This design comes from an exercise in tuning for small area and a short achievable clock period on the open sky130 flow, not from production work.
Power figures rest on the tool's default switching activity, not on a simulated workload.

==> flow/design.v <==
module arm (
    input  logic        clk, rst,
    input  logic [31:0] InstrF,
    input  logic [31:0] ReadDataM,
    output logic [31:0] WriteDataM,
    output logic [31:0] PCF, ALUOutM,
    output logic        MemWriteM
);
    logic        rst_q;
    logic [31:0] InstrD;
    logic [31:0] RD1E, RD2E;
    logic [11:0] Imm12E;
    logic [3:0]  WA3E, CondE;
    logic        BrE, MemToRegE, MemWriteE, RegWriteE, FlagWriteE, StrE;
    logic [1:0]  ALUControlE;
    logic [1:0]  FlagsE;                  
    logic        ZPendE;                  
    logic        fAM, fAW;                
    logic        fBM, fBW;                
    logic        fBMs, fBWs;              
    logic        kB;                      
    logic [3:0]  WA3M;
    logic        PCSrcM, RegWriteM, MemToRegM;
    logic [31:0] ResultW;
    logic [3:0]  WA3W;
    logic        PCSrcW, RegWriteW;
    logic [31:0] rf [0:14];
    logic [7:0] op;
    assign op = InstrD[27:20];
    logic isADD, isSUB, isAND, isORR, isLDR, isSTR, isB;
    assign isADD = (op[7:6] == 2'b00) & (op[4:0] == 5'b01000);
    assign isSUB = (op[7:6] == 2'b00) & (op[4:1] == 4'b0010);
    assign isAND = (op == 8'b0000_0000);
    assign isORR = (op == 8'b0001_1000);
    assign isLDR = (op == 8'b0101_1001);
    assign isSTR = (op == 8'b0101_1000);
    assign isB   = (op[7:4] == 4'b1010);
    logic RegWriteD, FlagWriteD, ImmD;
    logic [1:0] ALUControlD;
    assign RegWriteD   = isADD | isSUB | isAND | isORR | isLDR | isB;
    assign FlagWriteD  = isSUB & InstrD[20];
    assign ALUControlD = {isAND | isORR, isSUB | isORR};
    assign ImmD        = ((isADD | isSUB) & InstrD[25]) | isLDR | isB;
    logic [3:0] RA1D, RA2D;
    logic [7:0] opF;
    logic       isBF, isMemF;
    logic [3:0] RA1F, RA2F;
    assign opF    = InstrF[27:20];
    assign isBF   = (opF[7:4] == 4'b1010);
    assign isMemF = (opF[7:1] == 7'b0101_100);
    assign RA1F   = isBF ? 4'd15 : InstrF[19:16];
    assign RA2F   = isMemF ? InstrF[15:12] : InstrF[3:0];
    logic [31:0] ExtImmD;
    always_comb begin
        if (isLDR)           ExtImmD = {20'b0, InstrD[11:0]};
        else if (isB)        ExtImmD = {{6{InstrD[23]}}, InstrD[23:0], 2'b00};
        else                 ExtImmD = {{24{InstrD[7]}}, InstrD[7:0]};
    end
    logic ZE;
    assign ZE = ZPendE ? (ALUOutM == 32'd0) : FlagsE[0];
    logic CondExE;
    always_comb begin
        case (CondE)
            4'b1110: CondExE = 1'b1;
            4'b0000: CondExE = ZE;
            4'b0001: CondExE = ~ZE;
            4'b1010: CondExE = ~FlagsE[1];
            4'b1100: CondExE = ~FlagsE[1] & ~ZE;
            4'b1101: CondExE = FlagsE[1] | ZE;
            4'b1011: CondExE = FlagsE[1];
            default: CondExE = 1'b0;
        endcase
    end
    logic BranchTakenE, ldrStallD, StallF, FlushD, FlushE;
    assign BranchTakenE = CondExE & BrE;
    assign ldrStallD = MemToRegE & ((RA1D == WA3E) | (RA2D == WA3E));
    assign StallF    = ldrStallD | isB | BrE | PCSrcM;
    assign FlushD    = isB | BrE | PCSrcM | PCSrcW;
    assign FlushE    = ldrStallD | BranchTakenE;
    logic RegWriteMn;
    assign RegWriteMn = CondExE & RegWriteE;
    logic mEA, mMA, mEB, mMB, nAM, nAW, nBM, nBW;
    assign mEA = RegWriteE & (RA1D == WA3E);
    assign mMA = RegWriteM & (RA1D == WA3M);
    assign mEB = RegWriteE & (RA2D == WA3E);
    assign mMB = RegWriteM & (RA2D == WA3M);
    assign nAM = CondExE & mEA;
    assign nAW = ~nAM & mMA;
    assign nBM = CondExE & mEB;
    assign nBW = ~nBM & mMB;
    logic [31:0] PCPlus4F, PCPlus8F, PCNext, R15D;
    assign PCPlus4F = PCF + 32'd4;
    assign PCPlus8F = PCF + 32'd8;
    assign PCNext   = StallF ? PCF : (PCSrcW ? ResultW : PCPlus4F);
    assign R15D     = isB ? PCPlus4F : PCPlus8F;
    logic [14:0] dA, dB;
    logic [31:0] RD1D, RD2D;
    always_comb begin
        RD1D = {32{(RA1D == 4'd15) & ~mMA}} & R15D;
        RD2D = ImmD ? ExtImmD : ({32{(RA2D == 4'd15) & ~mMB}} & R15D);
        for (int i = 0; i < 15; i++) begin
            dA[i] = (RA1D == i[3:0]) & ~mMA;
            dB[i] = (RA2D == i[3:0]) & ~mMB & ~ImmD;
            RD1D = RD1D | ({32{dA[i]}} & rf[i]);
            RD2D = RD2D | ({32{dB[i]}} & rf[i]);
        end
    end
    always_ff @(posedge clk) begin
        rst_q <= rst;
        PCF   <= rst ? '0 : PCNext;
    end
    always_ff @(posedge clk) begin
        if (rst | FlushD) begin
            InstrD <= '0;
            RA1D   <= 4'd0;
            RA2D   <= 4'd0;
        end else if (!ldrStallD) begin
            InstrD <= InstrF;
            RA1D   <= RA1F;
            RA2D   <= RA2F;
        end
    end
    always_ff @(posedge clk) begin
        if (rst | FlushE) begin
            BrE        <= 1'b0;
            MemToRegE  <= 1'b0;
            MemWriteE  <= 1'b0;
            RegWriteE  <= 1'b0;
            FlagWriteE <= 1'b0;
            FlagsE     <= 2'b00;
            ZPendE     <= 1'b0;
        end else begin
            BrE        <= isB;
            MemToRegE  <= isLDR;
            MemWriteE  <= isSTR;
            RegWriteE  <= RegWriteD;
            FlagWriteE <= FlagWriteD;
            ZPendE     <= FlagWriteE;
            if (FlagWriteE) FlagsE[1] <= SumE[31];
            else            FlagsE[0] <= ZE;
        end
    end
    always_ff @(posedge clk) begin
        RD1E        <= RD1D;
        RD2E        <= RD2D;
        Imm12E      <= InstrD[11:0];
        StrE        <= isSTR;
        WA3E        <= InstrD[15:12];
        CondE       <= InstrD[31:28];
        ALUControlE <= ALUControlD;
        fAM  <= nAM; fAW  <= nAW;
        fBM  <= nBM; fBW  <= nBW;
        fBMs <= nBM & ~ImmD & ~isSTR;
        fBWs <= nBW & ~ImmD & ~isSTR;
        kB   <= ImmD | (~isSTR & ~nBM);
    end
    logic [31:0] SrcAE, WriteDataE, SrcBE, SumE, ALUResultE;
    logic SubE;
    assign SrcAE      = ({32{~fAM}} & RD1E) | ({32{fAM}} & ALUOutM) | ({32{fAW}} & ResultW);
    assign WriteDataE = ({32{~fBM}} & RD2E) | ({32{fBM}} & ALUOutM) | ({32{fBW}} & ResultW);
    assign SrcBE      = ({32{kB}} & RD2E) | ({32{fBMs}} & ALUOutM) | ({32{fBWs}} & ResultW)
                      | ({32{StrE}} & {20'b0, Imm12E});
    assign SubE = ALUControlE == 2'b01;
    logic [32:0] sum33;
    assign sum33 = {SrcAE, 1'b1} + {SrcBE ^ {32{SubE}}, SubE};
    assign SumE  = sum33[32:1];
    always_comb begin
        case (ALUControlE)
            2'b10:   ALUResultE = SrcAE & SrcBE;
            2'b11:   ALUResultE = SrcAE | SrcBE;
            default: ALUResultE = SumE;
        endcase
    end
    always_ff @(posedge clk) begin
        if (rst) begin
            PCSrcM    <= 1'b0;
            RegWriteM <= 1'b0;
            MemWriteM <= 1'b0;
        end else begin
            PCSrcM    <= BranchTakenE;
            RegWriteM <= RegWriteMn;
            MemWriteM <= CondExE & MemWriteE;
        end
    end
    always_ff @(posedge clk) begin
        MemToRegM  <= MemToRegE;
        WA3M       <= WA3E;
        ALUOutM    <= ALUResultE;
        WriteDataM <= WriteDataE;
    end
    always_ff @(posedge clk) begin
        if (rst) begin
            PCSrcW    <= 1'b0;
            RegWriteW <= 1'b0;
        end else begin
            PCSrcW    <= PCSrcM;
            RegWriteW <= RegWriteM;
        end
    end
    always_ff @(posedge clk) begin
        WA3W    <= WA3M;
        ResultW <= MemToRegM ? ReadDataM : ALUOutM;
    end
    logic [31:0] wdg;
    logic [14:0] we;
    assign wdg = ResultW & {32{~rst_q}};
    always_comb
        for (int i = 0; i < 15; i++)
            we[i] = rst_q | (RegWriteW & (WA3W == i[3:0]));
    always_ff @(posedge clk)
        for (int i = 0; i < 15; i++)
            if (we[i]) rf[i] <= wdg;
endmodule
Settings: LEC_CHECK=0, CAP_MARGIN=20, CORE_MARGIN=2, CORE_UTILIZATION=60, PLACE_DENSITY=0.72, SLEW_MARGIN=20; clock period 16.0 ns.
standard.sh (not shown) runs the stock make flow with config.mk's settings and CLKGATE_MAP_FILE= SYNTH_SCRIPT=/design/flow/synth_recipe.tcl, a recipe that flattens the netlist after the stock synthesis.
==> flow/flow/run.sh <==
#!/bin/bash
# Own flow: the standard layout (standard.sh: unchanged synthesis and
# steps). Timing repair is asked to keep a setup margin, so that the resizer
# works on the paths that set the achieved period; ports get buf_2 buffers
# instead of delay cells; clock tree synthesis adds no dummy loads and uses
# larger sink clusters. The SDC and the clock period are the design's.
set -o pipefail
bash standard.sh SETUP_SLACK_MARGIN=11.8 \
  "BUFFER_PORTS_ARGS=-buffer_cell sky130_fd_sc_hd__buf_2" \
  "CTS_ARGS=-sink_clustering_enable -repair_clock_nets -dont_use_dummy_load -sink_clustering_size 30 -sink_clustering_max_diameter 100" \
  finish > standard.log 2>&1
The first run produced a clean layout.
Rerun with:
--- a/flow/flow/run.sh
+++ b/flow/flow/run.sh
@@ -5,2 +5,2 @@
-# instead of delay cells; clock tree synthesis adds no dummy loads and uses
-# larger sink clusters. The SDC and the clock period are the design's.
+# instead of delay cells; clock tree synthesis adds no dummy loads. The SDC
+# and the clock period are the design's.
@@ -10 +10 @@
-  "CTS_ARGS=-sink_clustering_enable -repair_clock_nets -dont_use_dummy_load -sink_clustering_size 30 -sink_clustering_max_diameter 100" \
+  "CTS_ARGS=-sink_clustering_enable -repair_clock_nets -dont_use_dummy_load" \
Result: The new run completed without violations; clock power goes up by well over a third; via count rises slightly; final cell count rises slightly; sequential cell count does not change; total power increases by roughly a tenth; combinational power stays flat; wire length rises slightly; non-clock buffer count rose by 1; sequential power stays flat.
Function was not checked in any run of this note: the RTL went through the layout flow alone.

-- what the ideal ports hide --
Ports are ideal in the flow. The routed layouts listed here were re-timed in OpenROAD. Step 1 assumes that a clkbuf_16 drives the clock port and a buf_2 every other input. Step 2, shift: input delay + t, output delay - t, t = (earliest + latest rising clock arrival at the registers) / 2. This alone moves slack from input paths to output paths. Three values: ideal, step 1, step 2; two values: the first two.
run | t (ns) | setup WS [ns] | worst hold slack (ns) | worst setup path at the end | pins driven straight from the clock port
the first run | 0.723 | 11.631 / 11.563 / 11.308 | 0.360 / 0.360 / 0.360 | input to register | 1
the second run | 0.676 | 11.707 / 11.642 / 11.278 | 0.352 / 0.352 / 0.352 | input to register | 1
After both steps setup and hold are still met in every run listed. The setup slack of the second run, which loses most, moves by -0.065 ns with the drivers and by -0.429 ns with both steps.
